Context: an optimization exercise on an open-source flow, tuned for small area. The choices shown serve that exercise and are no tape-out recipe.
Function was checked by simulation only, so behaviour that the tests miss may differ from the original.
Power is estimated from default activity; no workload was simulated.

==> module pixel_processing, before the edit <==
module pixel_processing#(
    parameter          ROW_NUM = 9'd96,      
    parameter          COL_NUM = 9'd32,      
    parameter          DATA_WIDTH  = 16
)(
    input              rst,
    input              video_clk,
	input     [15:0]   rgb565_i,
    input              data_valid,
	output    [15:0]   pixel_mean,
    output             odata_val
   );
localparam AW = 22;             
localparam NL = 4;              
localparam NS = 8;              
reg [4:0]   col_cnt;
reg [6:0]   row_cnt;
reg         pend;
reg [15:0]  pix;
reg [2:0]   ph;
reg [NL*AW-1:0] ring [0:NS-1];
wire [NL*AW-1:0] port_q = ring[NS-1];
reg         hit, hit_n;
wire        pend_nx = data_valid || (pend && !hit);
wire [4:0]  col_nx  = hit ? col_cnt + 1'b1 : col_cnt;
wire [2:0]  ph_nx   = ph + 1'b1;
wire        hit_nx  = pend_nx && (ph_nx == col_nx[4:2]);
wire        clr  = row_cnt[1:0] == 2'd0;
wire        last_col = col_cnt == COL_NUM-1;
wire        edge_row = (row_cnt[6:2] == 5'd0) || (row_cnt[6:2] == ROW_NUM/4-1);
wire        emit = (row_cnt[1:0] == 2'd3) && (edge_row || col_cnt == 5'd0 || last_col);
wire [AW-1:0] acc = clr ? {AW{1'b0}} : port_q[AW-1:0];
wire [AW-1:0] addend = {2'b0, pix[15:11], 2'b0, pix[10:5], 2'b0, pix[4:0]};
wire [AW-1:0] sum;
wire [AW:0]   cy;
genvar b;
generate for (b = 0; b < AW; b = b + 1) begin : add
    wire cin = (b == 0 || b == 7 || b == 15) ? 1'b0 : cy[b];
    assign sum[b]  = acc[b] ^ addend[b] ^ cin;
    assign cy[b+1] = (acc[b] & addend[b]) | (cin & (acc[b] ^ addend[b]));
end endgenerate
assign pixel_mean = {sum[21:17], sum[14:9], sum[6:2]};
assign odata_val  = hit && emit;
integer i;
always@(posedge video_clk)begin
    for (i = 1; i < NS; i = i + 1) ring[i] <= ring[i-1];
    ring[0] <= ({NL*AW{hit}}   & {sum, port_q[NL*AW-1:AW]})
             | ({NL*AW{hit_n}} & port_q);
end
always@(posedge video_clk)begin
    if (data_valid) pix <= rgb565_i;
end
always@(posedge video_clk or posedge rst)begin
    if(rst)begin
        ph      <= 'b0;
        pend    <= 1'b0;
        hit     <= 1'b0;
        hit_n   <= 1'b1;
        col_cnt <= 'b0;
        row_cnt <= 'b0;
    end else begin
        ph    <= ph_nx;
        pend  <= pend_nx;
        hit   <= hit_nx;
        hit_n <= !hit_nx;
        col_cnt <= col_nx;
        if (hit) begin
            if (last_col) row_cnt <= (row_cnt == ROW_NUM-1) ? 7'd0 : row_cnt + 1'b1;
        end
    end
end
endmodule
==> flow/config.mk <==
export PLATFORM = sky130hd
export DESIGN_NAME = pixel_processing
export DESIGN_NICKNAME = pixel_processing
export VERILOG_FILES = /design/flow/design.v
export SDC_FILE = /design/flow/constraint.sdc
export NUM_CORES = 4
export LEC_CHECK = 0
export CAP_MARGIN = 20
export CORE_MARGIN = 2
export CORE_UTILIZATION = 70
export SLEW_MARGIN = 20
==> flow/constraint.sdc <==
create_clock -name core_clock -period 10.0 [get_ports {video_clk}]
set_input_delay 2.0000 -clock core_clock [delete_from_list [all_inputs] [get_ports {video_clk}]]
set_output_delay 2.0000 -clock core_clock [all_outputs]
set_load 0.01 [all_outputs]
standard.sh (not shown) runs the stock make flow with config.mk's settings and CLKGATE_MAP_FILE= SYNTH_SCRIPT=/design/flow/synth_recipe.tcl, a recipe that flattens the netlist after the stock synthesis.
==> flow/flow/run.sh <==
#!/bin/bash
# Own layout flow: the standard flow (standard.sh) with these changes:
#  - synthesis maps the logic with an area-oriented ABC script (abc_map.script)
#    instead of ORFS's speed script; the rest of the synthesis is unchanged,
#    so the registers are the standard synthesis's;
#  - CTS without dummy loads and with smaller clock buffers;
#  - the smallest buffer cell for the port buffers.
# Each tool's output is in orfs/logs/; the make output is in flow_make.log.
set -euo pipefail
here=$(cd "$(dirname "$0")" && pwd)
rm -rf scripts_local
cp -r "$FLOW_HOME/scripts" scripts_local
cp "$here/abc_map.script" scripts_local/abc_speed.script
export SCRIPTS_DIR=$PWD/scripts_local
source "$here/knobs.sh"
export CTS_ARGS BUFFER_PORTS_ARGS
bash standard.sh finish > flow_make.log 2>&1
==> flow/flow/abc_map.script <==
&get -n
&st
&syn2
&dch -f
&nf -R 1000 -p
&st
&syn2
&dch -f
&nf -R 1000 -p
&put
==> flow/flow/knobs.sh <==
CTS_ARGS="-sink_clustering_enable -repair_clock_nets -sink_clustering_size 20 -sink_clustering_max_diameter 60 -buf_list sky130_fd_sc_hd__clkbuf_8 -dont_use_dummy_load"
BUFFER_PORTS_ARGS="-buffer_cell sky130_fd_sc_hd__buf_1"
Edit:
--- a/flow/design.v
+++ b/flow/design.v
@@ -20,13 +20,9 @@
 reg [15:0]  pix;
 reg [2:0]   ph;
 reg [NL*AW-1:0] ring [0:NS-1];
 wire [NL*AW-1:0] port_q = ring[NS-1];
-reg         hit, hit_n;
-wire        pend_nx = data_valid || (pend && !hit);
-wire [4:0]  col_nx  = hit ? col_cnt + 1'b1 : col_cnt;
-wire [2:0]  ph_nx   = ph + 1'b1;
-wire        hit_nx  = pend_nx && (ph_nx == col_nx[4:2]);
+wire        hit  = pend && (ph == col_cnt[4:2]);
 wire        clr  = row_cnt[1:0] == 2'd0;
 wire        last_col = col_cnt == COL_NUM-1;
 wire        edge_row = (row_cnt[6:2] == 5'd0) || (row_cnt[6:2] == ROW_NUM/4-1);
 wire        emit = (row_cnt[1:0] == 2'd3) && (edge_row || col_cnt == 5'd0 || last_col);
@@ -44,29 +40,25 @@
 assign odata_val  = hit && emit;
 integer i;
 always@(posedge video_clk)begin
     for (i = 1; i < NS; i = i + 1) ring[i] <= ring[i-1];
-    ring[0] <= ({NL*AW{hit}}   & {sum, port_q[NL*AW-1:AW]})
-             | ({NL*AW{hit_n}} & port_q);
+    ring[0] <= hit ? {sum, port_q[NL*AW-1:AW]} : port_q;
 end
 always@(posedge video_clk)begin
     if (data_valid) pix <= rgb565_i;
 end
 always@(posedge video_clk or posedge rst)begin
     if(rst)begin
         ph      <= 'b0;
         pend    <= 1'b0;
-        hit     <= 1'b0;
-        hit_n   <= 1'b1;
         col_cnt <= 'b0;
         row_cnt <= 'b0;
     end else begin
-        ph    <= ph_nx;
-        pend  <= pend_nx;
-        hit   <= hit_nx;
-        hit_n <= !hit_nx;
-        col_cnt <= col_nx;
+        ph <= ph + 1'b1;
+        if (data_valid)  pend <= 1'b1;
+        else if (hit)    pend <= 1'b0;
         if (hit) begin
+            col_cnt <= col_cnt + 1'b1;
             if (last_col) row_cnt <= (row_cnt == ROW_NUM-1) ? 7'd0 : row_cnt + 1'b1;
         end
     end
 end
Non-clock buffer count falls by 1.
Design area rises by 0.70%.
Synthesized cell count falls by 1.3%.
Count of clock-buffer cells in the layout stays the same.
Sequential power rises by about 4%.
Sequential cell count falls by 2.
Clock skew rises by 0.0067 ns.
Clock power hardly moves.
Worst setup slack improves by 0.32 ns.
Critical path depth rises by 1.
Final cell count falls by 1.0%.
Total power rises by 5.9%.
Wire length falls by 8.0%.
Via count falls by 4.0%.

==> static timing again, ports no longer ideal <==
In the flow no input, the clock included, has a driving cell. The finished layouts below were timed again as built, in two steps.
Step 1: set_driving_cell puts a clkbuf_16 on video_clk and a buf_2 on each other input, an assumption about the parent block.
Step 2 adds t to the input delays and takes it off the output delays; t is the mean of the earliest and latest rising clock arrival at the registers after step 1. Input paths then give back, and output paths get back, about the clock's delay inside the block.
Three values: no drivers, after step 1, after step 2; two values: the first two.
| run | t, ns | setup slack, ns | worst setup path after step 2 | slew at the worst register clock pin (ns) |
|---|---|---|---|---|
| the first run | 0.609 | 3.519 / 3.476 / 4.085 | register to output | 0.11 / 0.11 |
| the second run | 0.603 | 3.841 / 3.799 / 4.401 | register to output | 0.11 / 0.11 |
After both steps every run listed still meets setup and hold.
